Background: an optimization exercise with open tools, aiming at small area and a short achievable clock period. Do not read the settings as production practice. Only simulation tests tie the RTL to the original design; equivalence was not proved. Power figures rest on the tool's default switching activity, not on a simulated workload.

$ cat flow/config.mk
export PLATFORM = sky130hd
export DESIGN_NAME = SCPU
export DESIGN_NICKNAME = SCPU
export VERILOG_FILES = /design/flow/design.v
export SDC_FILE = /design/flow/constraint.sdc
export NUM_CORES = 8
export LEC_CHECK = 0
export ABC_AREA = 1
export CAP_MARGIN = 10
export CORE_MARGIN = 2
export CORE_UTILIZATION = 45
export CTS_CLUSTER_DIAMETER = 100
export CTS_CLUSTER_SIZE = 25
export SETUP_SLACK_MARGIN = 5
export SLEW_MARGIN = 10
export SYNTH_HIERARCHICAL = 1
export SYNTH_MINIMUM_KEEP_SIZE = 0
export TNS_END_PERCENT = 20
$ cat flow/constraint.sdc
create_clock -name core_clock -period 8.0 [get_ports {clk}]
set_input_delay 1.6000 -clock core_clock [delete_from_list [all_inputs] [get_ports {clk}]]
set_output_delay 1.6000 -clock core_clock [all_outputs]
set_load 0.01 [all_outputs]
$ cat flow/design.v
module SCPU(clk, rst_n, in_valid, instruction, MEM_out, busy, out_valid, out0, out1, out2, out3, out4, out5, out6, out7, out8, out9, out10, out11, out12, out13, out14, out15, WEN, ADDR, MEM_in);
input clk, rst_n, in_valid;
input [18:0] instruction;
input [15:0] MEM_out;
output busy, out_valid, WEN;
output [12:0] ADDR;
output [15:0] MEM_in;
output reg [15:0] out0, out1, out2, out3, out4, out5, out6, out7, out8, out9, out10, out11, out12, out13, out14, out15;
assign busy = 1'b0;
wire [15:0] rdA, rdB;
wire [3:0] s0_n, s10_n, s11_n;
wire c4_n, c80_n, c81_n;
wire [4:0] ahp1_n;
wire [255:0] xi_s1_r = {out15, out14, out13, out12, out11, out10, out9, out8, out7, out6, out5, out4, out3, out2, out1, out0};
wire [18:0] xi_s1_ins = instruction;
wire [15:0] xo_s1_rda;
assign rdA = xo_s1_rda;
wire [15:0] xo_s1_rdb;
assign rdB = xo_s1_rdb;
wire [3:0] xo_s1_s0;
assign s0_n = xo_s1_s0;
wire  xo_s1_c4;
assign c4_n = xo_s1_c4;
wire [3:0] xo_s1_s10;
assign s10_n = xo_s1_s10;
wire  xo_s1_c80;
assign c80_n = xo_s1_c80;
wire [3:0] xo_s1_s11;
assign s11_n = xo_s1_s11;
wire  xo_s1_c81;
assign c81_n = xo_s1_c81;
wire [4:0] xo_s1_ahp1;
assign ahp1_n = xo_s1_ahp1;
if (1) begin : s1
  wire [255:0] r = xi_s1_r;
  wire [18:0] ins = xi_s1_ins;
  wire [15:0] rda;
  assign xo_s1_rda = rda;
  wire [15:0] rdb;
  assign xo_s1_rdb = rdb;
  wire [3:0] s0;
  assign xo_s1_s0 = s0;
  wire  c4;
  assign xo_s1_c4 = c4;
  wire [3:0] s10;
  assign xo_s1_s10 = s10;
  wire  c80;
  assign xo_s1_c80 = c80;
  wire [3:0] s11;
  assign xo_s1_s11 = s11;
  wire  c81;
  assign xo_s1_c81 = c81;
  wire [4:0] ahp1;
  assign xo_s1_ahp1 = ahp1;
wire [15:0] sa = 16'd1 << ins[15:12];
wire [15:0] sb = 16'd1 << ins[11:8];
wire [15:0] sa0, sa1, sb0, sb1;
scpu_dec4 da0(.a(ins[15:12]), .y(sa0));
scpu_dec4 da1(.a(ins[15:12]), .y(sa1));
scpu_dec4 db0(.a(ins[11:8]), .y(sb0));
scpu_dec4 db1(.a(ins[11:8]), .y(sb1));
reg [15:0] ta, tb;
integer i;
always @(*) begin
  ta = 16'd0; tb = 16'd0;
  for (i = 0; i < 16; i = i + 1) begin
    ta = ta | (r[16*i +: 16] & {{8{sa1[i]}}, {8{sa0[i]}}});
    tb = tb | (r[16*i +: 16] & {{8{sb1[i]}}, {8{sb0[i]}}});
  end
end
assign rda = ta;
assign rdb = tb;
wire [7:0] ag = ta[7:0] & ins[7:0];
wire [7:0] at = ta[7:0] | ins[7:0];
wire [7:0] ap = ta[7:0] ^ ins[7:0];
assign s0 = ap[3:0] ^ {(ag[0] & at[1] & at[2]) | (ag[1] & at[2]) | (ag[2]), (ag[0] & at[1]) | (ag[1]), (ag[0]), 1'b0};
assign c4 = (ag[0] & at[1] & at[2] & at[3]) | (ag[1] & at[2] & at[3]) | (ag[2] & at[3]) | (ag[3]);
assign s10 = ap[7:4] ^ {(ag[4] & at[5] & at[6]) | (ag[5] & at[6]) | (ag[6]), (ag[4] & at[5]) | (ag[5]), (ag[4]), 1'b0};
assign c80 = (ag[4] & at[5] & at[6] & at[7]) | (ag[5] & at[6] & at[7]) | (ag[6] & at[7]) | (ag[7]);
assign s11 = ap[7:4] ^ {(at[4] & at[5] & at[6]) | (ag[4] & at[5] & at[6]) | (ag[5] & at[6]) | (ag[6]), (at[4] & at[5]) | (ag[4] & at[5]) | (ag[5]), (at[4]) | (ag[4]), (1'b1)};
assign c81 = (at[4] & at[5] & at[6] & at[7]) | (ag[4] & at[5] & at[6] & at[7]) | (ag[5] & at[6] & at[7]) | (ag[6] & at[7]) | (ag[7]);
assign ahp1 = ta[12:8] + 5'd1;
end
reg v1, wen_r;
reg [2:0] op1;
reg [11:0] f1;
reg [15:0] A, B;
reg [3:0] s0_r, s10_r, s11_r;
reg c4_r, c80_r, c81_r;
reg [4:0] ahp1_r;
always @(posedge clk or negedge rst_n)
  if (!rst_n) begin v1 <= 1'b0; wen_r <= 1'b1; end
  else begin v1 <= in_valid; wen_r <= ~(in_valid & (instruction[18:16] == 3'd5)); end
always @(posedge clk) begin
  op1 <= instruction[18:16];
  f1 <= instruction[11:0];
  A <= rdA;
  B <= rdB;
  s0_r <= s0_n; s10_r <= s10_n; s11_r <= s11_n;
  c4_r <= c4_n; c80_r <= c80_n; c81_r <= c81_n;
  ahp1_r <= ahp1_n;
end
assign WEN = wen_r;
wire c8 = c80_r | (c4_r & c81_r);
assign ADDR = {c8 ? ahp1_r : A[12:8], c4_r ? s11_r : s10_r, s0_r};
assign MEM_in = B;
wire [86:0] mrow;
wire [15:0] r1_n;
wire r2b_n;
wire [15:0] xi_s2_a = A;
wire [15:0] xi_s2_b = B;
wire [2:0] xi_s2_op = op1;
wire [7:0] xi_s2_f = f1[7:0];
wire [86:0] xo_s2_m;
assign mrow = xo_s2_m;
wire [15:0] xo_s2_r1;
assign r1_n = xo_s2_r1;
wire  xo_s2_r2b;
assign r2b_n = xo_s2_r2b;
if (1) begin : s2
  wire [15:0] a = xi_s2_a;
  wire [15:0] b = xi_s2_b;
  wire [2:0] op = xi_s2_op;
  wire [7:0] f = xi_s2_f;
  wire [86:0] m;
  assign xo_s2_m = m;
  wire [15:0] r1;
  assign xo_s2_r1 = r1;
  wire  r2b;
  assign xo_s2_r2b = r2b;
wire [16:0] bx = {b, 1'b0};
wire [16:0] ax = {a[15], a};
wire [7:0] one, two, ng, nsx;
assign one[0] = bx[1] ^ bx[0];
assign two[0] = (bx[2] & ~bx[1] & ~bx[0]) | (~bx[2] & bx[1] & bx[0]);
assign ng[0] = bx[2];
assign one[1] = bx[3] ^ bx[2];
assign two[1] = (bx[4] & ~bx[3] & ~bx[2]) | (~bx[4] & bx[3] & bx[2]);
assign ng[1] = bx[4];
assign one[2] = bx[5] ^ bx[4];
assign two[2] = (bx[6] & ~bx[5] & ~bx[4]) | (~bx[6] & bx[5] & bx[4]);
assign ng[2] = bx[6];
assign one[3] = bx[7] ^ bx[6];
assign two[3] = (bx[8] & ~bx[7] & ~bx[6]) | (~bx[8] & bx[7] & bx[6]);
assign ng[3] = bx[8];
assign one[4] = bx[9] ^ bx[8];
assign two[4] = (bx[10] & ~bx[9] & ~bx[8]) | (~bx[10] & bx[9] & bx[8]);
assign ng[4] = bx[10];
assign one[5] = bx[11] ^ bx[10];
assign two[5] = (bx[12] & ~bx[11] & ~bx[10]) | (~bx[12] & bx[11] & bx[10]);
assign ng[5] = bx[12];
assign one[6] = bx[13] ^ bx[12];
assign two[6] = (bx[14] & ~bx[13] & ~bx[12]) | (~bx[14] & bx[13] & bx[12]);
assign ng[6] = bx[14];
assign one[7] = bx[15] ^ bx[14];
assign two[7] = (bx[16] & ~bx[15] & ~bx[14]) | (~bx[16] & bx[15] & bx[14]);
assign ng[7] = bx[16];
wire [16:0] pp0 = (({17{one[0]}} & ax) | ({17{two[0]}} & {ax[15:0], 1'b0})) ^ {17{ng[0]}};
assign nsx[0] = ~pp0[16];
wire [16:0] pp1 = (({17{one[1]}} & ax) | ({17{two[1]}} & {ax[15:0], 1'b0})) ^ {17{ng[1]}};
assign nsx[1] = ~pp1[16];
wire [16:0] pp2 = (({17{one[2]}} & ax) | ({17{two[2]}} & {ax[15:0], 1'b0})) ^ {17{ng[2]}};
assign nsx[2] = ~pp2[16];
wire [16:0] pp3 = (({17{one[3]}} & ax) | ({17{two[3]}} & {ax[15:0], 1'b0})) ^ {17{ng[3]}};
assign nsx[3] = ~pp3[16];
wire [16:0] pp4 = (({17{one[4]}} & ax) | ({17{two[4]}} & {ax[15:0], 1'b0})) ^ {17{ng[4]}};
assign nsx[4] = ~pp4[16];
wire [16:0] pp5 = (({17{one[5]}} & ax) | ({17{two[5]}} & {ax[15:0], 1'b0})) ^ {17{ng[5]}};
assign nsx[5] = ~pp5[16];
wire [16:0] pp6 = (({17{one[6]}} & ax) | ({17{two[6]}} & {ax[15:0], 1'b0})) ^ {17{ng[6]}};
assign nsx[6] = ~pp6[16];
wire [16:0] pp7 = (({17{one[7]}} & ax) | ({17{two[7]}} & {ax[15:0], 1'b0})) ^ {17{ng[7]}};
assign nsx[7] = ~pp7[16];
wire mhs0, mhc0, mhs1, mhc1, mfs0, mfc0, mhs2, mhc2, mfs1, mfc1, mhs3, mhc3, mfs2, mfc2, mfs3, mfc3, mhs4, mhc4, mfs4, mfc4, mfs5, mfc5, mhs5, mhc5, mfs6, mfc6, mfs7, mfc7, mhs6, mhc6, mfs8, mfc8, mfs9, mfc9, mhs7, mhc7, mfs10, mfc10, mfs11, mfc11, mhs8, mhc8, mfs12, mfc12, mfs13, mfc13, mfs14, mfc14, mhs9, mhc9, mhs10, mhc10, mhs11, mhc11, mfs15, mfc15, mhs12, mhc12, mfs16, mfc16, mhs13, mhc13, mfs17, mfc17, mfs18, mfc18, mfs19, mfc19, mfs20, mfc20, mfs21, mfc21, mfs22, mfc22, mfs23, mfc23, mfs24, mfc24, mfs25, mfc25, mfs26, mfc26, mfs27, mfc27, mfs28, mfc28, mfs29, mfc29, mfs30, mfc30, mfs31, mfc31, mfs32, mfc32, mfs33, mfc33, mfs34, mfc34, mfs35, mfc35, mfs36, mfc36, mfs37, mfc37, mfs38, mfc38, mfs39, mfc39, mfs40, mfc40, mfs41, mfc41, mfs42, mfc42, mfs43, mfc43, mhs14, mhc14, mfs44, mfc44, mhs15, mhc15, mhs16, mhc16, mhs17, mhc17, mfs45, mfc45, mfs46, mfc46, mfs47, mfc47, mfs48, mfc48, mfs49, mfc49, mfs50, mfc50, mfs51, mfc51, mfs52, mfc52, mfs53, mfc53, mfs54, mfc54, mfs55, mfc55, mfs56, mfc56, mfs57, mfc57, mfs58, mfc58, mfs59, mfc59, mfs60, mfc60, mfs61, mfc61, mfs62, mfc62, mfs63, mfc63, mfs64, mfc64, mfs65, mfc65, mhs18, mhc18;
assign mhs0 = pp0[10] ^ pp1[8];
assign mhc0 = pp0[10] & pp1[8];
assign mhs1 = pp0[11] ^ pp1[9];
assign mhc1 = pp0[11] & pp1[9];
assign mfs0 = pp0[12] ^ pp1[10] ^ pp2[8];
assign mfc0 = (pp0[12] & pp1[10]) | (pp0[12] & pp2[8]) | (pp1[10] & pp2[8]);
assign mhs2 = pp3[6] ^ pp4[4];
assign mhc2 = pp3[6] & pp4[4];
assign mfs1 = pp0[13] ^ pp1[11] ^ pp2[9];
assign mfc1 = (pp0[13] & pp1[11]) | (pp0[13] & pp2[9]) | (pp1[11] & pp2[9]);
assign mhs3 = pp3[7] ^ pp4[5];
assign mhc3 = pp3[7] & pp4[5];
assign mfs2 = pp0[14] ^ pp1[12] ^ pp2[10];
assign mfc2 = (pp0[14] & pp1[12]) | (pp0[14] & pp2[10]) | (pp1[12] & pp2[10]);
assign mfs3 = pp3[8] ^ pp4[6] ^ pp5[4];
assign mfc3 = (pp3[8] & pp4[6]) | (pp3[8] & pp5[4]) | (pp4[6] & pp5[4]);
assign mhs4 = pp6[2] ^ pp7[0];
assign mhc4 = pp6[2] & pp7[0];
assign mfs4 = pp0[15] ^ pp1[13] ^ pp2[11];
assign mfc4 = (pp0[15] & pp1[13]) | (pp0[15] & pp2[11]) | (pp1[13] & pp2[11]);
assign mfs5 = pp3[9] ^ pp4[7] ^ pp5[5];
assign mfc5 = (pp3[9] & pp4[7]) | (pp3[9] & pp5[5]) | (pp4[7] & pp5[5]);
assign mhs5 = pp6[3] ^ pp7[1];
assign mhc5 = pp6[3] & pp7[1];
assign mfs6 = pp0[16] ^ pp1[14] ^ pp2[12];
assign mfc6 = (pp0[16] & pp1[14]) | (pp0[16] & pp2[12]) | (pp1[14] & pp2[12]);
assign mfs7 = pp3[10] ^ pp4[8] ^ pp5[6];
assign mfc7 = (pp3[10] & pp4[8]) | (pp3[10] & pp5[6]) | (pp4[8] & pp5[6]);
assign mhs6 = pp6[4] ^ pp7[2];
assign mhc6 = pp6[4] & pp7[2];
assign mfs8 = pp0[16] ^ pp1[15] ^ pp2[13];
assign mfc8 = (pp0[16] & pp1[15]) | (pp0[16] & pp2[13]) | (pp1[15] & pp2[13]);
assign mfs9 = pp3[11] ^ pp4[9] ^ pp5[7];
assign mfc9 = (pp3[11] & pp4[9]) | (pp3[11] & pp5[7]) | (pp4[9] & pp5[7]);
assign mhs7 = pp6[5] ^ pp7[3];
assign mhc7 = pp6[5] & pp7[3];
assign mfs10 = nsx[0] ^ nsx[1] ^ pp2[14];
assign mfc10 = (nsx[0] & nsx[1]) | (nsx[0] & pp2[14]) | (nsx[1] & pp2[14]);
assign mfs11 = pp3[12] ^ pp4[10] ^ pp5[8];
assign mfc11 = (pp3[12] & pp4[10]) | (pp3[12] & pp5[8]) | (pp4[10] & pp5[8]);
assign mhs8 = pp6[6] ^ pp7[4];
assign mhc8 = pp6[6] & pp7[4];
assign mfs12 = 1'b1 ^ pp2[15] ^ pp3[13];
assign mfc12 = (1'b1 & pp2[15]) | (1'b1 & pp3[13]) | (pp2[15] & pp3[13]);
assign mfs13 = pp4[11] ^ pp5[9] ^ pp6[7];
assign mfc13 = (pp4[11] & pp5[9]) | (pp4[11] & pp6[7]) | (pp5[9] & pp6[7]);
assign mfs14 = nsx[2] ^ pp3[14] ^ pp4[12];
assign mfc14 = (nsx[2] & pp3[14]) | (nsx[2] & pp4[12]) | (pp3[14] & pp4[12]);
assign mhs9 = 1'b1 ^ pp3[15];
assign mhc9 = 1'b1 & pp3[15];
assign mhs10 = pp0[6] ^ pp1[4];
assign mhc10 = pp0[6] & pp1[4];
assign mhs11 = pp0[7] ^ pp1[5];
assign mhc11 = pp0[7] & pp1[5];
assign mfs15 = pp0[8] ^ pp1[6] ^ pp2[4];
assign mfc15 = (pp0[8] & pp1[6]) | (pp0[8] & pp2[4]) | (pp1[6] & pp2[4]);
assign mhs12 = pp3[2] ^ pp4[0];
assign mhc12 = pp3[2] & pp4[0];
assign mfs16 = pp0[9] ^ pp1[7] ^ pp2[5];
assign mfc16 = (pp0[9] & pp1[7]) | (pp0[9] & pp2[5]) | (pp1[7] & pp2[5]);
assign mhs13 = pp3[3] ^ pp4[1];
assign mhc13 = pp3[3] & pp4[1];
assign mfs17 = pp2[6] ^ pp3[4] ^ pp4[2];
assign mfc17 = (pp2[6] & pp3[4]) | (pp2[6] & pp4[2]) | (pp3[4] & pp4[2]);
assign mfs18 = pp5[0] ^ ng[5] ^ mhs0;
assign mfc18 = (pp5[0] & ng[5]) | (pp5[0] & mhs0) | (ng[5] & mhs0);
assign mfs19 = pp2[7] ^ pp3[5] ^ pp4[3];
assign mfc19 = (pp2[7] & pp3[5]) | (pp2[7] & pp4[3]) | (pp3[5] & pp4[3]);
assign mfs20 = pp5[1] ^ mhc0 ^ mhs1;
assign mfc20 = (pp5[1] & mhc0) | (pp5[1] & mhs1) | (mhc0 & mhs1);
assign mfs21 = pp5[2] ^ pp6[0] ^ ng[6];
assign mfc21 = (pp5[2] & pp6[0]) | (pp5[2] & ng[6]) | (pp6[0] & ng[6]);
assign mfs22 = mhc1 ^ mfs0 ^ mhs2;
assign mfc22 = (mhc1 & mfs0) | (mhc1 & mhs2) | (mfs0 & mhs2);
assign mfs23 = pp5[3] ^ pp6[1] ^ mfc0;
assign mfc23 = (pp5[3] & pp6[1]) | (pp5[3] & mfc0) | (pp6[1] & mfc0);
assign mfs24 = mhc2 ^ mfs1 ^ mhs3;
assign mfc24 = (mhc2 & mfs1) | (mhc2 & mhs3) | (mfs1 & mhs3);
assign mfs25 = ng[7] ^ mfc1 ^ mhc3;
assign mfc25 = (ng[7] & mfc1) | (ng[7] & mhc3) | (mfc1 & mhc3);
assign mfs26 = mfs2 ^ mfs3 ^ mhs4;
assign mfc26 = (mfs2 & mfs3) | (mfs2 & mhs4) | (mfs3 & mhs4);
assign mfs27 = mfc2 ^ mfc3 ^ mhc4;
assign mfc27 = (mfc2 & mfc3) | (mfc2 & mhc4) | (mfc3 & mhc4);
assign mfs28 = mfs4 ^ mfs5 ^ mhs5;
assign mfc28 = (mfs4 & mfs5) | (mfs4 & mhs5) | (mfs5 & mhs5);
assign mfs29 = mfc4 ^ mfc5 ^ mhc5;
assign mfc29 = (mfc4 & mfc5) | (mfc4 & mhc5) | (mfc5 & mhc5);
assign mfs30 = mfs6 ^ mfs7 ^ mhs6;
assign mfc30 = (mfs6 & mfs7) | (mfs6 & mhs6) | (mfs7 & mhs6);
assign mfs31 = mfc6 ^ mfc7 ^ mhc6;
assign mfc31 = (mfc6 & mfc7) | (mfc6 & mhc6) | (mfc7 & mhc6);
assign mfs32 = mfs8 ^ mfs9 ^ mhs7;
assign mfc32 = (mfs8 & mfs9) | (mfs8 & mhs7) | (mfs9 & mhs7);
assign mfs33 = mfc8 ^ mfc9 ^ mhc7;
assign mfc33 = (mfc8 & mfc9) | (mfc8 & mhc7) | (mfc9 & mhc7);
assign mfs34 = mfs10 ^ mfs11 ^ mhs8;
assign mfc34 = (mfs10 & mfs11) | (mfs10 & mhs8) | (mfs11 & mhs8);
assign mfs35 = pp7[5] ^ mfc10 ^ mfc11;
assign mfc35 = (pp7[5] & mfc10) | (pp7[5] & mfc11) | (mfc10 & mfc11);
assign mfs36 = mhc8 ^ mfs12 ^ mfs13;
assign mfc36 = (mhc8 & mfs12) | (mhc8 & mfs13) | (mfs12 & mfs13);
assign mfs37 = pp5[10] ^ pp6[8] ^ pp7[6];
assign mfc37 = (pp5[10] & pp6[8]) | (pp5[10] & pp7[6]) | (pp6[8] & pp7[6]);
assign mfs38 = mfc12 ^ mfc13 ^ mfs14;
assign mfc38 = (mfc12 & mfc13) | (mfc12 & mfs14) | (mfc13 & mfs14);
assign mfs39 = pp4[13] ^ pp5[11] ^ pp6[9];
assign mfc39 = (pp4[13] & pp5[11]) | (pp4[13] & pp6[9]) | (pp5[11] & pp6[9]);
assign mfs40 = pp7[7] ^ mfc14 ^ mhs9;
assign mfc40 = (pp7[7] & mfc14) | (pp7[7] & mhs9) | (mfc14 & mhs9);
assign mfs41 = nsx[3] ^ pp4[14] ^ pp5[12];
assign mfc41 = (nsx[3] & pp4[14]) | (nsx[3] & pp5[12]) | (pp4[14] & pp5[12]);
assign mfs42 = pp6[10] ^ pp7[8] ^ mhc9;
assign mfc42 = (pp6[10] & pp7[8]) | (pp6[10] & mhc9) | (pp7[8] & mhc9);
assign mfs43 = 1'b1 ^ pp4[15] ^ pp5[13];
assign mfc43 = (1'b1 & pp4[15]) | (1'b1 & pp5[13]) | (pp4[15] & pp5[13]);
assign mhs14 = pp6[11] ^ pp7[9];
assign mhc14 = pp6[11] & pp7[9];
assign mfs44 = nsx[4] ^ pp5[14] ^ pp6[12];
assign mfc44 = (nsx[4] & pp5[14]) | (nsx[4] & pp6[12]) | (pp5[14] & pp6[12]);
assign mhs15 = 1'b1 ^ pp5[15];
assign mhc15 = 1'b1 & pp5[15];
assign mhs16 = pp0[4] ^ pp1[2];
assign mhc16 = pp0[4] & pp1[2];
assign mhs17 = pp0[5] ^ pp1[3];
assign mhc17 = pp0[5] & pp1[3];
assign mfs45 = pp2[2] ^ pp3[0] ^ ng[3];
assign mfc45 = (pp2[2] & pp3[0]) | (pp2[2] & ng[3]) | (pp3[0] & ng[3]);
assign mfs46 = pp2[3] ^ pp3[1] ^ mhc10;
assign mfc46 = (pp2[3] & pp3[1]) | (pp2[3] & mhc10) | (pp3[1] & mhc10);
assign mfs47 = ng[4] ^ mhc11 ^ mfs15;
assign mfc47 = (ng[4] & mhc11) | (ng[4] & mfs15) | (mhc11 & mfs15);
assign mfs48 = mfc15 ^ mhc12 ^ mfs16;
assign mfc48 = (mfc15 & mhc12) | (mfc15 & mfs16) | (mhc12 & mfs16);
assign mfs49 = mfc16 ^ mhc13 ^ mfs17;
assign mfc49 = (mfc16 & mhc13) | (mfc16 & mfs17) | (mhc13 & mfs17);
assign mfs50 = mfc17 ^ mfc18 ^ mfs19;
assign mfc50 = (mfc17 & mfc18) | (mfc17 & mfs19) | (mfc18 & mfs19);
assign mfs51 = mfc19 ^ mfc20 ^ mfs21;
assign mfc51 = (mfc19 & mfc20) | (mfc19 & mfs21) | (mfc20 & mfs21);
assign mfs52 = mfc21 ^ mfc22 ^ mfs23;
assign mfc52 = (mfc21 & mfc22) | (mfc21 & mfs23) | (mfc22 & mfs23);
assign mfs53 = mfc23 ^ mfc24 ^ mfs25;
assign mfc53 = (mfc23 & mfc24) | (mfc23 & mfs25) | (mfc24 & mfs25);
assign mfs54 = mfc25 ^ mfc26 ^ mfs27;
assign mfc54 = (mfc25 & mfc26) | (mfc25 & mfs27) | (mfc26 & mfs27);
assign mfs55 = mfc27 ^ mfc28 ^ mfs29;
assign mfc55 = (mfc27 & mfc28) | (mfc27 & mfs29) | (mfc28 & mfs29);
assign mfs56 = mfc29 ^ mfc30 ^ mfs31;
assign mfc56 = (mfc29 & mfc30) | (mfc29 & mfs31) | (mfc30 & mfs31);
assign mfs57 = mfc31 ^ mfc32 ^ mfs33;
assign mfc57 = (mfc31 & mfc32) | (mfc31 & mfs33) | (mfc32 & mfs33);
assign mfs58 = mfc33 ^ mfc34 ^ mfs35;
assign mfc58 = (mfc33 & mfc34) | (mfc33 & mfs35) | (mfc34 & mfs35);
assign mfs59 = mfc35 ^ mfc36 ^ mfs37;
assign mfc59 = (mfc35 & mfc36) | (mfc35 & mfs37) | (mfc36 & mfs37);
assign mfs60 = mfc37 ^ mfc38 ^ mfs39;
assign mfc60 = (mfc37 & mfc38) | (mfc37 & mfs39) | (mfc38 & mfs39);
assign mfs61 = mfc39 ^ mfc40 ^ mfs41;
assign mfc61 = (mfc39 & mfc40) | (mfc39 & mfs41) | (mfc40 & mfs41);
assign mfs62 = mfc41 ^ mfc42 ^ mfs43;
assign mfc62 = (mfc41 & mfc42) | (mfc41 & mfs43) | (mfc42 & mfs43);
assign mfs63 = pp7[10] ^ mfc43 ^ mhc14;
assign mfc63 = (pp7[10] & mfc43) | (pp7[10] & mhc14) | (mfc43 & mhc14);
assign mfs64 = pp6[13] ^ pp7[11] ^ mfc44;
assign mfc64 = (pp6[13] & pp7[11]) | (pp6[13] & mfc44) | (pp7[11] & mfc44);
assign mfs65 = nsx[5] ^ pp6[14] ^ pp7[12];
assign mfc65 = (nsx[5] & pp6[14]) | (nsx[5] & pp7[12]) | (pp6[14] & pp7[12]);
assign mhs18 = 1'b1 ^ pp6[15];
assign mhc18 = 1'b1 & pp6[15];
assign m = {1'b1, nsx[7], pp7[15], 1'b1, mhc18, pp7[14], nsx[6], mhs18, mfc65, pp7[13], mfs65, mfc64, mhc15, mfs64, mfc63, mhs15, mfs63, mfc62, mfs44, mfs62, mfc61, mhs14, mfs61, mfc60, mfs42, mfs60, mfc59, mfs40, mfs59, mfc58, mfs38, mfs58, mfc57, mfs36, mfs57, mfc56, mfs34, mfs56, mfc55, mfs32, mfs55, mfc54, mfs30, mfs54, mfc53, mfs28, mfs53, mfc52, mfs26, mfs52, mfc51, mfs24, mfs51, mfc50, mfs22, mfs50, mfc49, mfs20, mfs49, mfc48, mfs18, mfs48, mfc47, mhs13, mfs47, mfc46, mhs12, mfs46, mfc45, mhs11, mfs45, mhc17, mhs10, mhs17, mhc16, pp2[1], mhs16, ng[2], pp2[0], pp1[1], pp0[3], ng[1], pp1[0], pp0[2], pp0[1], ng[0], pp0[0]};
wire [3:0] func = f[3:0];
wire sub = ((op == 3'd0) & (func == 4'd4)) | (op == 3'd4);
wire [15:0] y0 = (op == 3'd0) ? b : {{8{f[7]}}, f};
wire [15:0] sum = a + (y0 ^ {16{sub}}) + {15'd0, sub};
wire eq = (a == b);
wire signed [15:0] sa = a, sb = b;
wire lt = (sa < sb);
wire cmp = (op == 3'd2) ? eq : lt;
reg [15:0] t;
always @(*) begin
  t = 16'd0;
  case (op)
    3'd0: case (func)
            4'd0: t = a & b;
            4'd1: t = a | b;
            4'd2: t = a ^ b;
            4'd3, 4'd4: t = sum;
            default: t = 16'd0;
          endcase
    3'd3, 3'd4: t = sum;
    default: t = {15'd0, cmp};
  endcase
end
assign r1 = t;
assign r2b = ~cmp;
end
reg v2, we1, we2, ld2, mul2, ov, r2b_r;
reg [3:0] d1, d2;
reg [15:0] r1_r;
reg q0_0, q0_1, q1_0, q2_0, q2_1, q2_2, q3_0, q3_1, q4_0, q4_1, q4_2, q5_0, q5_1, q5_2, q6_0, q6_1, q6_2, q7_0, q7_1, q7_2, q8_0, q8_1, q8_2, q9_0, q9_1, q9_2, q10_0, q10_1, q10_2, q11_0, q11_1, q11_2, q12_0, q12_1, q12_2, q13_0, q13_1, q13_2, q14_0, q14_1, q14_2, q15_0, q15_1, q15_2, q16_0, q16_1, q16_2, q17_0, q17_1, q17_2, q18_0, q18_1, q18_2, q19_0, q19_1, q19_2, q20_0, q20_1, q20_2, q21_0, q21_1, q21_2, q22_0, q22_1, q22_2, q23_0, q23_1, q23_2, q24_0, q24_1, q24_2, q25_0, q25_1, q25_2, q26_0, q26_1, q26_2, q27_0, q27_1, q27_2, q28_0, q28_1, q28_2, q29_0, q29_1, q30_0, q31_0;
always @(posedge clk or negedge rst_n)
  if (!rst_n) begin v2 <= 1'b0; we1 <= 1'b0; we2 <= 1'b0; end
  else begin
    v2 <= v1;
    we1 <= v1 & (op1 != 3'd5);
    we2 <= v1 & ((op1 == 3'd1) | (op1 == 3'd2) | (op1 == 3'd7));
  end
always @(posedge clk) begin
  ld2 <= (op1 == 3'd6);
  mul2 <= (op1 == 3'd1);
  d1 <= ((op1 == 3'd3) | (op1 == 3'd4) | (op1 == 3'd6)) ? f1[11:8] : f1[7:4];
  d2 <= f1[3:0];
  r1_r <= r1_n;
  r2b_r <= r2b_n;
  q0_0 <= mrow[0];
  q0_1 <= mrow[1];
  q1_0 <= mrow[2];
  q2_0 <= mrow[3];
  q2_1 <= mrow[4];
  q2_2 <= mrow[5];
  q3_0 <= mrow[6];
  q3_1 <= mrow[7];
  q4_0 <= mrow[8];
  q4_1 <= mrow[9];
  q4_2 <= mrow[10];
  q5_0 <= mrow[11];
  q5_1 <= mrow[12];
  q5_2 <= mrow[13];
  q6_0 <= mrow[14];
  q6_1 <= mrow[15];
  q6_2 <= mrow[16];
  q7_0 <= mrow[17];
  q7_1 <= mrow[18];
  q7_2 <= mrow[19];
  q8_0 <= mrow[20];
  q8_1 <= mrow[21];
  q8_2 <= mrow[22];
  q9_0 <= mrow[23];
  q9_1 <= mrow[24];
  q9_2 <= mrow[25];
  q10_0 <= mrow[26];
  q10_1 <= mrow[27];
  q10_2 <= mrow[28];
  q11_0 <= mrow[29];
  q11_1 <= mrow[30];
  q11_2 <= mrow[31];
  q12_0 <= mrow[32];
  q12_1 <= mrow[33];
  q12_2 <= mrow[34];
  q13_0 <= mrow[35];
  q13_1 <= mrow[36];
  q13_2 <= mrow[37];
  q14_0 <= mrow[38];
  q14_1 <= mrow[39];
  q14_2 <= mrow[40];
  q15_0 <= mrow[41];
  q15_1 <= mrow[42];
  q15_2 <= mrow[43];
  q16_0 <= mrow[44];
  q16_1 <= mrow[45];
  q16_2 <= mrow[46];
  q17_0 <= mrow[47];
  q17_1 <= mrow[48];
  q17_2 <= mrow[49];
  q18_0 <= mrow[50];
  q18_1 <= mrow[51];
  q18_2 <= mrow[52];
  q19_0 <= mrow[53];
  q19_1 <= mrow[54];
  q19_2 <= mrow[55];
  q20_0 <= mrow[56];
  q20_1 <= mrow[57];
  q20_2 <= mrow[58];
  q21_0 <= mrow[59];
  q21_1 <= mrow[60];
  q21_2 <= mrow[61];
  q22_0 <= mrow[62];
  q22_1 <= mrow[63];
  q22_2 <= mrow[64];
  q23_0 <= mrow[65];
  q23_1 <= mrow[66];
  q23_2 <= mrow[67];
  q24_0 <= mrow[68];
  q24_1 <= mrow[69];
  q24_2 <= mrow[70];
  q25_0 <= mrow[71];
  q25_1 <= mrow[72];
  q25_2 <= mrow[73];
  q26_0 <= mrow[74];
  q26_1 <= mrow[75];
  q26_2 <= mrow[76];
  q27_0 <= mrow[77];
  q27_1 <= mrow[78];
  q27_2 <= mrow[79];
  q28_0 <= mrow[80];
  q28_1 <= mrow[81];
  q28_2 <= mrow[82];
  q29_0 <= mrow[83];
  q29_1 <= mrow[84];
  q30_0 <= mrow[85];
  q31_0 <= mrow[86];
end
wire [255:0] nrf;
wire [86:0] xi_s3_q = {q31_0, q30_0, q29_1, q29_0, q28_2, q28_1, q28_0, q27_2, q27_1, q27_0, q26_2, q26_1, q26_0, q25_2, q25_1, q25_0, q24_2, q24_1, q24_0, q23_2, q23_1, q23_0, q22_2, q22_1, q22_0, q21_2, q21_1, q21_0, q20_2, q20_1, q20_0, q19_2, q19_1, q19_0, q18_2, q18_1, q18_0, q17_2, q17_1, q17_0, q16_2, q16_1, q16_0, q15_2, q15_1, q15_0, q14_2, q14_1, q14_0, q13_2, q13_1, q13_0, q12_2, q12_1, q12_0, q11_2, q11_1, q11_0, q10_2, q10_1, q10_0, q9_2, q9_1, q9_0, q8_2, q8_1, q8_0, q7_2, q7_1, q7_0, q6_2, q6_1, q6_0, q5_2, q5_1, q5_0, q4_2, q4_1, q4_0, q3_1, q3_0, q2_2, q2_1, q2_0, q1_0, q0_1, q0_0};
wire [15:0] xi_s3_r1 = r1_r;
wire  xi_s3_r2b = r2b_r;
wire  xi_s3_mul = mul2;
wire  xi_s3_ld = ld2;
wire  xi_s3_we1 = we1;
wire  xi_s3_we2 = we2;
wire [3:0] xi_s3_d1 = d1;
wire [3:0] xi_s3_d2 = d2;
wire [15:0] xi_s3_mo = MEM_out;
wire [255:0] xi_s3_r = {out15, out14, out13, out12, out11, out10, out9, out8, out7, out6, out5, out4, out3, out2, out1, out0};
wire [255:0] xo_s3_nr;
assign nrf = xo_s3_nr;
if (1) begin : s3
  wire [86:0] q = xi_s3_q;
  wire [15:0] r1 = xi_s3_r1;
  wire  r2b = xi_s3_r2b;
  wire  mul = xi_s3_mul;
  wire  ld = xi_s3_ld;
  wire  we1 = xi_s3_we1;
  wire  we2 = xi_s3_we2;
  wire [3:0] d1 = xi_s3_d1;
  wire [3:0] d2 = xi_s3_d2;
  wire [15:0] mo = xi_s3_mo;
  wire [255:0] r = xi_s3_r;
  wire [255:0] nr;
  assign xo_s3_nr = nr;
wire q0_0 = q[0];
wire q0_1 = q[1];
wire q1_0 = q[2];
wire q2_0 = q[3];
wire q2_1 = q[4];
wire q2_2 = q[5];
wire q3_0 = q[6];
wire q3_1 = q[7];
wire q4_0 = q[8];
wire q4_1 = q[9];
wire q4_2 = q[10];
wire q5_0 = q[11];
wire q5_1 = q[12];
wire q5_2 = q[13];
wire q6_0 = q[14];
wire q6_1 = q[15];
wire q6_2 = q[16];
wire q7_0 = q[17];
wire q7_1 = q[18];
wire q7_2 = q[19];
wire q8_0 = q[20];
wire q8_1 = q[21];
wire q8_2 = q[22];
wire q9_0 = q[23];
wire q9_1 = q[24];
wire q9_2 = q[25];
wire q10_0 = q[26];
wire q10_1 = q[27];
wire q10_2 = q[28];
wire q11_0 = q[29];
wire q11_1 = q[30];
wire q11_2 = q[31];
wire q12_0 = q[32];
wire q12_1 = q[33];
wire q12_2 = q[34];
wire q13_0 = q[35];
wire q13_1 = q[36];
wire q13_2 = q[37];
wire q14_0 = q[38];
wire q14_1 = q[39];
wire q14_2 = q[40];
wire q15_0 = q[41];
wire q15_1 = q[42];
wire q15_2 = q[43];
wire q16_0 = q[44];
wire q16_1 = q[45];
wire q16_2 = q[46];
wire q17_0 = q[47];
wire q17_1 = q[48];
wire q17_2 = q[49];
wire q18_0 = q[50];
wire q18_1 = q[51];
wire q18_2 = q[52];
wire q19_0 = q[53];
wire q19_1 = q[54];
wire q19_2 = q[55];
wire q20_0 = q[56];
wire q20_1 = q[57];
wire q20_2 = q[58];
wire q21_0 = q[59];
wire q21_1 = q[60];
wire q21_2 = q[61];
wire q22_0 = q[62];
wire q22_1 = q[63];
wire q22_2 = q[64];
wire q23_0 = q[65];
wire q23_1 = q[66];
wire q23_2 = q[67];
wire q24_0 = q[68];
wire q24_1 = q[69];
wire q24_2 = q[70];
wire q25_0 = q[71];
wire q25_1 = q[72];
wire q25_2 = q[73];
wire q26_0 = q[74];
wire q26_1 = q[75];
wire q26_2 = q[76];
wire q27_0 = q[77];
wire q27_1 = q[78];
wire q27_2 = q[79];
wire q28_0 = q[80];
wire q28_1 = q[81];
wire q28_2 = q[82];
wire q29_0 = q[83];
wire q29_1 = q[84];
wire q30_0 = q[85];
wire q31_0 = q[86];
wire fhs0, fhc0, fhs1, fhc1, ffs0, ffc0, ffs1, ffc1, ffs2, ffc2, ffs3, ffc3, ffs4, ffc4, ffs5, ffc5, ffs6, ffc6, ffs7, ffc7, ffs8, ffc8, ffs9, ffc9, ffs10, ffc10, ffs11, ffc11, ffs12, ffc12, ffs13, ffc13, ffs14, ffc14, ffs15, ffc15, ffs16, ffc16, ffs17, ffc17, ffs18, ffc18, ffs19, ffc19, ffs20, ffc20, ffs21, ffc21, ffs22, ffc22, ffs23, ffc23, ffs24, ffc24, fhs2, fhc2;
assign fhs0 = q2_0 ^ q2_1;
assign fhc0 = q2_0 & q2_1;
assign fhs1 = q3_0 ^ q3_1;
assign fhc1 = q3_0 & q3_1;
assign ffs0 = q4_0 ^ q4_1 ^ q4_2;
assign ffc0 = (q4_0 & q4_1) | (q4_0 & q4_2) | (q4_1 & q4_2);
assign ffs1 = q5_0 ^ q5_1 ^ q5_2;
assign ffc1 = (q5_0 & q5_1) | (q5_0 & q5_2) | (q5_1 & q5_2);
assign ffs2 = q6_0 ^ q6_1 ^ q6_2;
assign ffc2 = (q6_0 & q6_1) | (q6_0 & q6_2) | (q6_1 & q6_2);
assign ffs3 = q7_0 ^ q7_1 ^ q7_2;
assign ffc3 = (q7_0 & q7_1) | (q7_0 & q7_2) | (q7_1 & q7_2);
assign ffs4 = q8_0 ^ q8_1 ^ q8_2;
assign ffc4 = (q8_0 & q8_1) | (q8_0 & q8_2) | (q8_1 & q8_2);
assign ffs5 = q9_0 ^ q9_1 ^ q9_2;
assign ffc5 = (q9_0 & q9_1) | (q9_0 & q9_2) | (q9_1 & q9_2);
assign ffs6 = q10_0 ^ q10_1 ^ q10_2;
assign ffc6 = (q10_0 & q10_1) | (q10_0 & q10_2) | (q10_1 & q10_2);
assign ffs7 = q11_0 ^ q11_1 ^ q11_2;
assign ffc7 = (q11_0 & q11_1) | (q11_0 & q11_2) | (q11_1 & q11_2);
assign ffs8 = q12_0 ^ q12_1 ^ q12_2;
assign ffc8 = (q12_0 & q12_1) | (q12_0 & q12_2) | (q12_1 & q12_2);
assign ffs9 = q13_0 ^ q13_1 ^ q13_2;
assign ffc9 = (q13_0 & q13_1) | (q13_0 & q13_2) | (q13_1 & q13_2);
assign ffs10 = q14_0 ^ q14_1 ^ q14_2;
assign ffc10 = (q14_0 & q14_1) | (q14_0 & q14_2) | (q14_1 & q14_2);
assign ffs11 = q15_0 ^ q15_1 ^ q15_2;
assign ffc11 = (q15_0 & q15_1) | (q15_0 & q15_2) | (q15_1 & q15_2);
assign ffs12 = q16_0 ^ q16_1 ^ q16_2;
assign ffc12 = (q16_0 & q16_1) | (q16_0 & q16_2) | (q16_1 & q16_2);
assign ffs13 = q17_0 ^ q17_1 ^ q17_2;
assign ffc13 = (q17_0 & q17_1) | (q17_0 & q17_2) | (q17_1 & q17_2);
assign ffs14 = q18_0 ^ q18_1 ^ q18_2;
assign ffc14 = (q18_0 & q18_1) | (q18_0 & q18_2) | (q18_1 & q18_2);
assign ffs15 = q19_0 ^ q19_1 ^ q19_2;
assign ffc15 = (q19_0 & q19_1) | (q19_0 & q19_2) | (q19_1 & q19_2);
assign ffs16 = q20_0 ^ q20_1 ^ q20_2;
assign ffc16 = (q20_0 & q20_1) | (q20_0 & q20_2) | (q20_1 & q20_2);
assign ffs17 = q21_0 ^ q21_1 ^ q21_2;
assign ffc17 = (q21_0 & q21_1) | (q21_0 & q21_2) | (q21_1 & q21_2);
assign ffs18 = q22_0 ^ q22_1 ^ q22_2;
assign ffc18 = (q22_0 & q22_1) | (q22_0 & q22_2) | (q22_1 & q22_2);
assign ffs19 = q23_0 ^ q23_1 ^ q23_2;
assign ffc19 = (q23_0 & q23_1) | (q23_0 & q23_2) | (q23_1 & q23_2);
assign ffs20 = q24_0 ^ q24_1 ^ q24_2;
assign ffc20 = (q24_0 & q24_1) | (q24_0 & q24_2) | (q24_1 & q24_2);
assign ffs21 = q25_0 ^ q25_1 ^ q25_2;
assign ffc21 = (q25_0 & q25_1) | (q25_0 & q25_2) | (q25_1 & q25_2);
assign ffs22 = q26_0 ^ q26_1 ^ q26_2;
assign ffc22 = (q26_0 & q26_1) | (q26_0 & q26_2) | (q26_1 & q26_2);
assign ffs23 = q27_0 ^ q27_1 ^ q27_2;
assign ffc23 = (q27_0 & q27_1) | (q27_0 & q27_2) | (q27_1 & q27_2);
assign ffs24 = q28_0 ^ q28_1 ^ q28_2;
assign ffc24 = (q28_0 & q28_1) | (q28_0 & q28_2) | (q28_1 & q28_2);
assign fhs2 = q29_0 ^ q29_1;
assign fhc2 = q29_0 & q29_1;
wire [31:0] fs = {q31_0, q30_0, ffc24, ffc23, ffc22, ffc21, ffc20, ffc19, ffc18, ffc17, ffc16, ffc15, ffc14, ffc13, ffc12, ffc11, ffc10, ffc9, ffc8, ffc7, ffc6, ffc5, ffc4, ffc3, ffc2, ffc1, ffc0, fhc1, fhc0, q2_2, q1_0, q0_0};
wire [31:0] fc = {1'b0, fhc2, fhs2, ffs24, ffs23, ffs22, ffs21, ffs20, ffs19, ffs18, ffs17, ffs16, ffs15, ffs14, ffs13, ffs12, ffs11, ffs10, ffs9, ffs8, ffs7, ffs6, ffs5, ffs4, ffs3, ffs2, ffs1, ffs0, fhs1, fhs0, 1'b0, q0_1};
wire [31:0] p = fs + fc;
wire [15:0] x1 = ld ? mo : r1;
wire [15:0] w1 = mul ? p[31:16] : x1;
wire [15:0] w2 = mul ? p[15:0] : {15'd0, r2b};
genvar g;
for (g = 0; g < 16; g = g + 1) begin : wb
  wire s2 = we2 && d2 == g;
  wire s1 = we1 && d1 == g && !s2;
  wire h = !(s1 | s2);
  genvar k;
  for (k = 0; k < 16; k = k + 1) begin : bt
    scpu_wbit u(.s2(s2), .w2(w2[k]), .s1(s1), .w1(w1[k]), .h(h), .q(r[16*g+k]), .d(nr[16*g+k]));
  end
end
end
assign out_valid = ov;
always @(posedge clk or negedge rst_n)
  if (!rst_n) begin
    ov <= 1'b0;
    out0 <= 16'd0;
    out1 <= 16'd0;
    out2 <= 16'd0;
    out3 <= 16'd0;
    out4 <= 16'd0;
    out5 <= 16'd0;
    out6 <= 16'd0;
    out7 <= 16'd0;
    out8 <= 16'd0;
    out9 <= 16'd0;
    out10 <= 16'd0;
    out11 <= 16'd0;
    out12 <= 16'd0;
    out13 <= 16'd0;
    out14 <= 16'd0;
    out15 <= 16'd0;
  end else begin
    ov <= v2;
    out0 <= nrf[15:0];
    out1 <= nrf[31:16];
    out2 <= nrf[47:32];
    out3 <= nrf[63:48];
    out4 <= nrf[79:64];
    out5 <= nrf[95:80];
    out6 <= nrf[111:96];
    out7 <= nrf[127:112];
    out8 <= nrf[143:128];
    out9 <= nrf[159:144];
    out10 <= nrf[175:160];
    out11 <= nrf[191:176];
    out12 <= nrf[207:192];
    out13 <= nrf[223:208];
    out14 <= nrf[239:224];
    out15 <= nrf[255:240];
  end
endmodule
module scpu_dec4(a, y);
input [3:0] a;
output [15:0] y;
assign y = 16'd1 << a;
endmodule
module scpu_wbit(s2, w2, s1, w1, h, q, d);
input s2, w2, s1, w1, h, q;
output d;
assign d = (s2 & w2) | (s1 & w1) | (h & q);
endmodule
$ cat flow/flow/run.sh
#!/bin/bash
# The standard layout, with two changes:
# 1. The port buffers are plain buf_1 cells (the resizer may still resize
#    them) instead of the default choice.
# 2. Two passes: the first pass is the standard layout. The second pass
#    redoes the layout from detailed routing on: before it, the gates are
#    resized (sizing and pin swaps only) with the parasitics extracted from
#    the first pass's routed layout, then legalized and globally routed again
#    (flow/postroute_resize.tcl, a PRE_DETAIL_ROUTE hook).
# Each tool's output goes to a log file of its own in this folder.
set -euo pipefail
HERE=$(pwd)
PORTS="BUFFER_PORTS_ARGS=-buffer_cell sky130_fd_sc_hd__buf_1"
RES=$HERE/orfs/results/$FLOW_PLATFORM/SCPU/base

bash standard.sh "$PORTS" finish > standard_pass1.log 2>&1
mkdir -p pass1
cp $RES/6_final.spef pass1/6_final.spef
cp out/final.def pass1/final.def
rm -f out/final.def
for f in $RES/5_2_route.odb $RES/5_3_fillcell.odb $RES/5_route.odb $RES/5_route.sdc $RES/6_*; do rm -f $f; done
export POSTROUTE_SPEF=$HERE/pass1/6_final.spef
bash standard.sh "$PORTS" "PRE_DETAIL_ROUTE_TCL=$HERE/flow/postroute_resize.tcl" finish > standard_pass2.log 2>&1
$ cat flow/flow/postroute_resize.tcl
# PRE_DETAIL_ROUTE hook of the second layout pass: resize gates with the
# parasitics extracted from the first pass's routed layout (same netlist), so
# that timing repair sees real wires rather than estimates; then legalize and
# route globally again before the detailed routing.
if { [info exists ::env(POSTROUTE_SPEF)] && [file exists $::env(POSTROUTE_SPEF)] } {
  source $::env(PLATFORM_DIR)/setRC.tcl
  set_propagated_clock [all_clocks]
  estimate_parasitics -placement
  read_spef $::env(POSTROUTE_SPEF)
  puts "post-route resize: worst slack before [worst_slack -max]"
  if { [env_var_exists_and_non_empty DONT_USE_CELLS] } {
    set_dont_use $::env(DONT_USE_CELLS)
  }
  repair_timing -setup -setup_margin $::env(SETUP_SLACK_MARGIN) -sequence "sizeup,swap" \
    -match_cell_footprint -verbose
  puts "post-route resize: worst slack after [worst_slack -max]"
  set_placement_padding -global \
    -left $::env(CELL_PAD_IN_SITES_DETAIL_PLACEMENT) \
    -right $::env(CELL_PAD_IN_SITES_DETAIL_PLACEMENT)
  detailed_placement
  check_placement -verbose
  source $::env(FASTROUTE_TCL)
  global_route -congestion_report_file $::env(REPORTS_DIR)/congestion_postroute_resize.rpt \
    {*}$::env(GLOBAL_ROUTE_ARGS)
}
$ cat flow/standard.sh
#!/bin/bash
# synth_recipe.tcl (not shown) runs the flow's synth.tcl, then flattens the netlist and writes it again
# the make line also repeats each setting of config.mk as NAME=value (left out here)
make -C /OpenROAD-flow-scripts/flow DESIGN_CONFIG=/design/flow/config.mk WORK_HOME=/design/flow/orfs CLKGATE_MAP_FILE= SYNTH_SCRIPT=/design/flow/synth_recipe.tcl "${@:-finish}"
==> results by group, run 1 <==
Timing
  • Final Hold Viols: 0
  • Clock Skew: between 0.04 and 0.05 ns
  • Worst-Margin Slew: around 1.3 ns
  • Hold Slack: 0.366 ns
  • Setup TNS Final: 0 ns
  • Crit share post-route: 40.3%
  • # setup viols final: 0
  • Pins Over Slew Limit: 0
  • RSZ-0062 raised after global routing: yes
  • Max Clk Rate: 310 MHz
  • Rel. slew slack: between 10% and 20%
  • Min Tclk post-route: about 3.2 ns

Global routing
  • Number of global-route vias before repair: approximately 29000
  • Total global routing track utilization: roughly two fifths
  • First-pass GRT wire length: about 200000 um
  • Initial antenna violation count: 4
  • Largest net degree at the start of global routing: 125
  • Grt total ovfl: 0

Power
  • Internal power: between 8 and 9 mW
  • Combinational fraction of design power: between 60 and 70%
  • Flop pwr share: 26.0%
  • VDD IR-drop max: between 0.3 and 0.4 mV
  • Psw: around 11 mW
  • Pwr dens: ~560 nW/um^2
  • Sw frac: between 50% and 60%
  • Leak pwr: 15.2 nW
  • Clk network pwr share: ~8%

Critical path
  • Worst r2r src: B[9]
  • Crit path DAT: approximately 1.6 ns
  • FF-to-FF End: q20_2
  • Worst path slowest cell: dfxtp_4
  • Reg2Reg Depth: 11
  • WP data required: between 6 and 7 ns
  • Critical path class: flop to output port
  • Worst setup EP type: output port
  • Bufs and invs on worst path: 1
  • CP Cell Sequence: a21o_4 -> nand2_1 -> o21ai_1 -> buf_2
  • CP peak stage delay: 0.46 ns
  • Top fanout value on the critical path: 6
  • Critical path's top delay family: flip-flops
  • Crit path launch type: flop
  • R2R setup slack: about 5.0 ns

Floorplan
  • Die ar.: approximately 65000 um^2
  • Vert. Die Dim: roughly 260 um
  • Num rows: a little over 90
  • Initial core utilization: 45.2%
  • Chip width: about 260 um
  • Core region area: 62700 um^2
  • IO Pins: roughly 330

Drt
  • First DRT Iteration DRCs: roughly 3200
  • Final wirelength: between 100000 and 150000 um
  • Routed via count: 30600
  • WL/cell: approximately 27 um
  • Via/cell ratio: between 6 and 7
  • TritonRoute pass-1 iters: 5
  • Final ANT Viol Nets: 0
  • # DRC: 0

Clocking
  • H-tree depth: 1
  • Clock Latency Late Sink: about 0.63 ns
  • Hold Buf Count CTS: 0
  • Clk buf depth: 3
  • Clock Pin Slew Worst Setup and Hold Paths: between 0.1 and 0.15 ns
  • Num CTS Buffers: 25
  • CTS tree: yes
  • Clock sinks: ~440
  • Clock root buffer: clkbuf_16

Placed design
  • Placer Congestion: roughly 1.1
  • I/O Buffers: ~320
  • HPWL Detailed: ~100000 um

Logic synthesis
  • Yosys reg bits: 441
  • Avg Inst Size Synth: between 7 and 8 um^2
  • Post-synth net total: between 4000 and 5000
  • Area contributors post-synth: dfrtp_1 23%, nand2_1 18%, dfxtp_1 13%
  • Ys Warns: 7
  • Post-synth top area share: a little under a quarter
  • Top_reg_cell synth: dfrtp_1
  • Post-synth cell types: just over 60
  • Post-synth ARST share: around 59%
  • Yosys top cell by area: dfrtp_1
  • Cell with the most instances after synthesis: nand2_1
  • Synthesized instance count: around 3800
  • Synth top cells by count: 1329 x nand2_1, 377 x nand3_1, 261 x dfrtp_1
  • Cell Area, Synth: around 28000 um^2
  • Sequential fraction of the synthesis area: a little over a third
  • Number of synthesized flops with an enable pin: 0

Min path
  • Worst Hold Path Cells: 0
  • HP Start: v2
  • Hold Path End: ov
  • HP Class: flop to flop

Cells and area
  • Nets: 4423
  • Synth-to-layout area growth: 19.8%
  • Share of cells above drive strength 1: between 10% and 20%
  • # fillers: 6088

Outcome
  • Status: complete, no violations

Flow run
  • Max-cap violations: 0
## timing repair
item,in CTS,in global routing
setup endpoints to repair,388,372
pin swaps,20,15
buffers inserted,30,17
gates cloned,5,3
resized for setup,244,150
## per-stage QoR
| stage | cells | total power [mW] | setup slack (ns) | util (%) | area, um^2 |
|---|---|---|---|---|---|
| 6_report | 5039 | 19.1 | 4.78 | 54.2 | 34000 |
| 5_1_grt | 5032 | 20.1 | 4.74 | 53.8 | 33700 |
| 4_1_cts | 5012 | 17.6 | 4.76 | 52.4 | 32900 |
| 3_5_place_dp | 4931 | 15.4 | 3.12 | 49.3 | 30900 |
| 3_3_place_gp | 4931 | 15.3 | 3.13 | 49.3 | 30900 |
| 2_1_floorplan | 3808 | 10.8 | 4.52 | - | 28400 |
## placed cells by master (no fill, tap or decap), drive strengths merged, types with 2 or more instances in the layout
master    netlist  final
a31oi           8      8
dfxtp         179    179
clkinv         18     25
nand4          61     61
or3             3      3
and2            2      2
xnor2          19     19
a22o           42     42
fa             89     89
o22ai         134    134
o21ai         140    141
nand2        1333   1335
or2             4      4
ha            129    129
mux2            5      5
clkinvlp        0      5
inv           233    232
xor2          137    137
a21boi          5      5
o21a            3      3
diode           0      7
nor4            9      9
clkbuf         89     41
a21oi         118    118
bufbuf          0      2
a221oi         47     47
nand3         378    378
a21o            8      9
a211oi          8      8
o211ai          8      8
o21bai          5      5
or4             2      2
dfrtp         261    261
a2111oi         3      3
nor3           35     35
buf            43    452
nor2          238    238
## layout make-up
| class | instances | area, um^2 | share of cell area (%) |
|---|---|---|---|
| repair buffers | 460 | 2660 | 7.83 |
| well taps | 846 | 1060 | 3.12 |
| multi-input cells | 2988 | 18200 | 53.6 |
| diodes | 7 | 17.5 | 0.0516 |
| inverters | 251 | 1050 | 3.08 |
| clock buffers | 35 | 663 | 1.95 |
| flip-flops and latches | 441 | 10200 | 30.0 |
| clock inverters | 11 | 151 | 0.446 |
## modules after synthesis (local to each module, per instance)
module	cells inside	cell area (um^2)
scpu_wbit	4	16.3
scpu_dec4	30	126
SCPU	2664	23700
## power groups by stage
stage | sequential, mW | combinational [mW] | clock, mW
after floorplan | 4.37 | 6.44 | 0
after global placement | 4.89 | 10.4 | 0
after detailed placement | 4.84 | 10.5 | 0
after CTS | 4.84 | 11.2 | 1.50
after global routing | 4.95 | 13.6 | 1.58
final | 4.97 | 12.6 | 1.49
## worst max-delay path by stage
| stage | slack [ns] | startpoint | depth (start not counted) | to |
|---|---|---|---|---|
| 2_1_floorplan | 4.52 | instruction[15] | 14 | s11_r[3] |
| 3_3_place_gp | 3.13 | instruction[15] | 13 | s11_r[3] |
| 3_5_place_dp | 3.12 | instruction[15] | 13 | s11_r[3] |
| 4_1_cts | 4.76 | c4_r | 4 | ADDR[9] |
| 5_1_grt | 4.74 | c4_r | 4 | ADDR[11] |
| 6_report | 4.78 | c4_r | 4 | ADDR[9] |
## kinds of logic (layout without fill, tap and decap cells)
group / Yosys count / in the layout / share of synthesized area, %
simple gates: 2068 / 2070 / 30.1
compound gates: 535 / 537 / 11.7
flops: 441 / 441 / 35.8
buf+inv: 383 / 757 / 5.39
fa+ha+maj: 218 / 218 / 12.0
xor+xnor: 156 / 156 / 4.82
mux: 6 / 6 / 0.247
other cells: 1 / 8 / 0.0132
## metal layers
layer	global-route usage [%]	up-vias	share of wire, %
li1	-	13400	-
met1	51.7	14800	38
met2	65.8	1846	45
met3	9.46	495	10
met4	21.7	0	6.4
met5	0	-	0
==> run 2: changes to the inputs <==
--- a/flow/config.mk
+++ b/flow/config.mk
@@ -10,3 +10,3 @@
 export CORE_MARGIN = 2
-export CORE_UTILIZATION = 45
+export CORE_UTILIZATION = 40
 export CTS_CLUSTER_DIAMETER = 100
==> results by group, run 2 <==
Cells and area
  • Share of cells above drive strength 1: between 10% and 20%
  • Commonest non-fill, non-tap cell in the layout: nand2_1
  • Multi-input gate area: approximately 18000 um^2
  • Commonest non-fill, non-tap cells in the layout: 1305 x nand2_1, 364 x nand3_1, 310 x buf_1
  • Nets: 4411
  • Non-filler cells, final: slightly above 5000
  • Synth-to-layout area growth: 18.4%
  • Finished Cell Area: between 30000 and 40000 um^2
  • Sequential cell area: 10200 um^2
  • # fillers: between 7000 and 8000

Placed design
  • Placer Congestion: ~1.0
  • Cell Area, Placed: ~31000 um^2
  • Place WS: between 3 and 4 ns
  • Placed cells: ~5000
  • I/O Buffers: 324
  • HPWL Detailed: roughly 100000 um

Power
  • Internal power: 8.27 mW
  • Flop pwr share: ~27%
  • VDD IR-drop max: 0.387 mV
  • Sw frac: ~55%
  • Combinational fraction of design power: roughly two thirds
  • Psw: a little over 10 mW
  • Clk network pwr share: 8.1%
  • Leak pwr: 15.0 nW
  • Pwr dens: 552 nW/um^2

Global routing
  • Total global routing track utilization: between 30% and 40%
  • Number of global-route vias before repair: between 20000 and 30000
  • Initial antenna violation count: 3
  • Largest net degree at the start of global routing: 74
  • Grt total ovfl: 0
  • First-pass GRT wire length: between 150000 and 200000 um

Logic synthesis
  • Ys Warns: 7
  • Post-synth ARST share: between 50% and 60%
  • Cell with the most instances after synthesis: nand2_1
  • Area contributors post-synth: dfrtp_1 23%, nand2_1 18%, dfxtp_1 13%
  • Post-synth net total: 4064
  • Post-synth cell types: 61
  • Synth top cells by count: 1329 x nand2_1, 377 x nand3_1, 261 x dfrtp_1
  • Number of synthesized flops with an enable pin: 0
  • Avg Inst Size Synth: 7.45 um^2
  • Top_reg_cell synth: dfrtp_1
  • Synthesized instance count: approximately 3800
  • Yosys reg bits: ~440
  • Yosys top cell by area: dfrtp_1
  • Cell Area, Synth: about 28000 um^2
  • Post-synth top area share: 23.0%
  • Sequential fraction of the synthesis area: 35.8%

Floorplan
  • Core region area: between 70000 and 80000 um^2
  • Chip width: 270 um
  • Vert. Die Dim: between 200 and 300 um
  • IO Pins: about 330
  • Initial core utilization: ~40%
  • Die ar.: around 73000 um^2
  • Num rows: just under 100

Timing
  • Max Clk Rate: between 300 and 400 MHz
  • RSZ-0062 raised after global routing: yes
  • Pins Over Slew Limit: 0
  • Rel. slew slack: between 15 and 20%
  • Final Hold Viols: 0
  • Final worst setup slack: 4.75 ns
  • Worst-Margin Slew: ~1.3 ns
  • Crit share post-route: around 40%
  • Setup TNS Final: 0 ns
  • Min Tclk post-route: ~3.2 ns
  • Clock Skew: around 0.056 ns
  • # setup viols final: 0

Drt
  • TritonRoute pass-1 iters: 7
  • First DRT Iteration DRCs: approximately 3600
  • Final wirelength: approximately 140000 um
  • Via/cell ratio: ~6
  • Final ANT Viol Nets: 0
  • WL/cell: about 27 um
  • Routed via count: 30500
  • # DRC: 0

Clocking
  • Clk buf depth: 3
  • CTS tree: yes
  • Num CTS Buffers: 25
  • Clock root buffer: clkbuf_16
  • Clock Pin Slew Worst Setup and Hold Paths: 0.10 ns
  • Clock Latency Late Sink: 0.64 ns
  • Clock sinks: about 440
  • H-tree depth: 1

Critical path
  • Crit path launch type: flop
  • Critical path class: flop to output port
  • Worst setup EP type: output port
  • CP peak stage delay: approximately 0.46 ns
  • Worst path slowest cell: dfxtp_4
  • CP Cell Sequence: a21o_4 -> nand2_1 -> o21ai_2 -> buf_2
  • Crit path DAT: between 1.5 and 2 ns
  • WP data required: approximately 6.4 ns
  • Top fanout value on the critical path: 6

Outcome
  • Status: complete, no violations

Flow run
  • Max-cap violations: 0

Min path
  • HP Class: flop to flop
==> run 2: cell counts after synthesis <==
Identical to the previous run, type by type.
==> run 2: final cells by class <==
type	count	area share, %
sequential	441	30.4
tap	940	3.50
inverter	251	3.05
clock buffer	36	1.99
timing repair buffer	449	7.55
multi-input combinational	2987	53.1
antenna	3	0.0223
clock inverter	10	0.432
==> run 2: critical path: cells and delay by family, from the launching register on <==
family                 cells  cell delay (ns)
buffers and inverters      1             0.15
and+or+nand+nor            1             0.09
AOI/OAI and AO/OA          2             0.29
DFF                        1             0.46
==> run 2: per-layer routing <==
| layer | global-route usage [%] | share of wire [%] | vias to the layer above |
|---|---|---|---|
| met3 | 7.49 | 10 | 431 |
| met2 | 58.7 | 46 | 1945 |
| met1 | 47.3 | 39 | 14700 |
| met4 | 16.6 | 5.3 | 0 |
| li1 | - | - | 13400 |
| met5 | 0 | 0 | - |
==> run 2: through the flow <==
stage / power (mW) / hold WS, ns / utilization, %
after global placement: 15.2 / 0.336 / 44.2
after detailed placement: 15.4 / 0.353 / 44.2
after global routing: 19.7 / 0.393 / 47.6
after CTS: 17.3 / 0.378 / 46.6
after floorplan: 10.8 / 0.331 / -
final: 18.6 / 0.377 / 47.9
==> run 2: path summary, 6_finish.rpt <==
path                       start  endpoint  slack [ns]  depth (start not counted)
setup reg to reg            B[6]     q21_2        4.98                         11
setup / recovery            c4_r   ADDR[9]        4.75                          4
hold reg to reg               v2        ov        0.38                          0
min in group asynchronous  rst_n   out8[1]        1.10                          1
hold / removal                v2        ov        0.38                          0
max in group asynchronous  rst_n  out5[14]        5.35                          2
==> run 2: logic make-up after synthesis <==
| group | count (synthesis) | share of synthesized area [%] |
|---|---|---|
| compound gates | 535 | 11.7 |
| xor+xnor | 156 | 4.82 |
| fa+ha+maj | 218 | 12.0 |
| buf+inv | 383 | 5.39 |
| flops | 441 | 35.8 |
| mux | 6 | 0.247 |
| other cells | 1 | 0.0132 |
| simple gates | 2068 | 30.1 |
==> run 2: modules after synthesis (local to each module, per instance) <==
module     cell area, um^2  flops+latches  times used
scpu_wbit             16.3              0         256
SCPU                 23700            441           1
scpu_dec4              126              0           4
==> run 2: repair_timing <==
item | 4_1_cts | 5_1_grt
pin swaps | 13 | 21
gates cloned | 4 | 3
resized for setup | 186 | 123
setup endpoints to repair | 364 | 341
hold endpoints to repair | 0 | 0
buffers inserted | 23 | 13
hold buffers | 0 | 0
==> run 2: power by group through the flow <==
stage	registers (mW)	logic (mW)	clock network, mW
global route	5.02	13.1	1.60
CTS	4.92	10.8	1.53
finish	5.04	12.0	1.51
detailed placement	4.91	10.4	0
global placement	4.96	10.3	0
floorplan	4.37	6.44	0
==> run 3: changes to the inputs <==
--- a/flow/config.mk
+++ b/flow/config.mk
@@ -11,4 +11,4 @@
 export CORE_UTILIZATION = 40
-export CTS_CLUSTER_DIAMETER = 100
-export CTS_CLUSTER_SIZE = 25
+export CTS_CLUSTER_DIAMETER = 80
+export CTS_CLUSTER_SIZE = 30
 export SETUP_SLACK_MARGIN = 5
==> results by group, run 3 <==
Outcome
  • Status: complete, no violations

Drt
  • Final ANT Viol Nets: 0
  • Routed via count: 30700
  • WL/cell: approximately 27 um
  • # DRC: 0
  • TritonRoute pass-1 iters: 6

Power
  • VDD IR-drop max: about 0.38 mV
  • Leak pwr: 15.2 nW
  • Pwr dens: 555 nW/um^2
  • Overall power: about 19 mW

Logic synthesis
  • Top_reg_cell synth: dfrtp_1
  • Post-synth cell types: 61
  • Avg Inst Size Synth: ~7.4 um^2
  • Ys Warns: 7
  • Synth top cells by count: 1329 x nand2_1, 377 x nand3_1, 261 x dfrtp_1
  • Yosys reg bits: about 440
  • Yosys top cell by area: dfrtp_1
  • Sequential fraction of the synthesis area: between 30 and 40%
  • Post-synth top area share: 23.0%
  • Post-synth ARST share: about three fifths
  • Cell with the most instances after synthesis: nand2_1

Critical path
  • Crit path DAT: between 1.5 and 2 ns
  • Worst path slowest cell: dfxtp_2
  • WP data required: 6.40 ns
  • CP peak stage delay: between 0.4 and 0.5 ns
  • FF-to-FF End: q21_2
  • Worst setup EP type: output port
  • Reg2Reg Depth: 11
  • CP Cell Sequence: a21o_4 -> nand2_1 -> o21ai_2 -> buf_2
  • R2R setup slack: about 5.0 ns
  • Critical path's top delay family: flip-flops

Min path
  • HP Class: flop to flop
  • Hold Path End: ov
  • Worst Hold Path Cells: 0
  • HP Start: v2

Cells and area
  • Commonest non-fill, non-tap cells in the layout: 1297 x nand2_1, 362 x nand3_1, 309 x buf_1
  • Synth-to-layout area growth: 20.1%
  • Commonest non-fill, non-tap cell in the layout: nand2_1
  • Final core utilization: roughly half
  • # fillers: slightly above 7000
  • Nets: approximately 4400

Timing
  • Min Tclk post-route: 3.26 ns
  • Setup TNS Final: 0 ns
  • Rel. slew slack: 19.6%
  • RSZ-0062 raised after global routing: yes
  • Crit share post-route: between 40 and 50%
  • Hold Slack: just under 0.4 ns
  • Final Hold Viols: 0
  • Max Clk Rate: just over 300 MHz
  • Worst-Margin Slew: approximately 1.2 ns
  • Pins Over Slew Limit: 0
  • Final worst setup slack: 4.74 ns
  • # setup viols final: 0

Global routing
  • Initial antenna violation count: 5
  • Number of global-route vias before repair: around 29000
  • Grt total ovfl: 0

Clocking
  • Hold Buf Count CTS: 0
  • Clock root buffer: clkbuf_16
  • CTS tree: yes
  • Num CTS Buffers: 29
  • Clk buf depth: 3
  • Clock Pin Slew Worst Setup and Hold Paths: between 0.1 and 0.15 ns
  • Clock sinks: 441

Placed design
  • Place WS: roughly 3.3 ns
  • HPWL Detailed: 102000 um
  • Placer Congestion: 1.03

Floorplan
  • IO Pins: roughly 330
  • Initial core utilization: between 40% and 50%
  • Chip width: ~270 um
  • Die ar.: about 73000 um^2

Flow run
  • Max-cap violations: 0
==> run 3: cell counts after synthesis <==
No cell type changed its count.
==> run 3: logic make-up (layout without fill, tap and decap cells) <==
kind of cell,count (synthesis),after routing,share of synthesized area (%)
AND/OR/NAND/NOR,2068,2069,30.1
AO/OA/AOI/OAI,535,536,11.7
flip-flops,441,441,35.8
buffers and inverters,383,757,5.39
adder cells (fa/ha/maj),218,218,12.0
XOR/XNOR,156,156,4.82
multiplexers,6,6,0.247
other,1,3,0.0132
==> run 3: worst max path at each step <==
stage / start / end / slack (ns) / depth (start not counted)
global route: c4_r / ADDR[12] / 4.73 / 4
CTS: c4_r / ADDR[9] / 4.75 / 4
floorplan: instruction[15] / s11_r[3] / 4.52 / 14
detailed placement: instruction[15] / s11_r[3] / 3.34 / 13
finish: c81_r / ADDR[10] / 4.74 / 4
global placement: instruction[15] / s11_r[3] / 3.33 / 13
==> run 3: metal layers <==
| metal | global-route usage [%] | vias up | share of wire, % |
|---|---|---|---|
| li1 | - | 13400 | - |
| met1 | 47.1 | 14900 | 39 |
| met3 | 7.81 | 400 | 9.4 |
| met2 | 58.7 | 1913 | 46 |
| met5 | 0 | - | 0 |
| met4 | 16.3 | 0 | 4.9 |
==> run 3: worst register-to-register path, cell delays in order, from the launching register on <==
cell and delay [ns]:
dfxtp_2 0.37, buf_12 0.20, clkinvlp_4 0.16, o21ai_1 0.19, buf_6 0.21, o22ai_1 0.11, xor2_1 0.19, fa_1 0.51
inv_1 0.05, fa_1 0.42, inv_1 0.09, fa_1 0.41
==> run 3: power by group <==
group	internal, mW	switching [mW]
clock network	0.774	0.987
registers	3.34	1.71
logic	4.33	7.76
==> run 3: per-stage QoR <==
step / instances / cell area, um^2
2_1_floorplan: 3808 / 28400
3_3_place_gp: 5025 / 31000
3_5_place_dp: 5025 / 31000
4_1_cts: 5099 / 32900
5_1_grt: 5124 / 33800
6_report: 5126 / 34100
==> run 3: final cells by class <==
cell class	count	area (um^2)	share of cell area, %
diodes	2	5.00	0.0147
clock buffers	30	739	2.17
clock inverters	23	352	1.03
inverters	251	1040	3.06
multi-input cells	2986	18000	52.8
flip-flops and latches	441	10200	30.0
well taps	940	1180	3.45
repair buffers	453	2550	7.49
==> run 3: per-module statistics from Yosys (local to each module, per instance) <==
module / cell area [um^2] / flip-flops and latches / cells
SCPU: 23700 / 441 / 2664
scpu_wbit: 16.3 / 0 / 4
scpu_dec4: 126 / 0 / 30
==> run 3: repair_timing <==
action,CTS,global route
resized for setup,181,175
buffers inserted,18,22
gates cloned,3,3
pin swaps,12,36
endpoints found under the setup margin,369,356

Setup slack of run 3, layout unchanged: 4.737 ns with ideal ports, 4.667 ns with driving cells assumed (clock clkbuf_16, inputs buf_2), 4.220 ns with port delays also shifted by the 0.704 ns mid clock arrival.
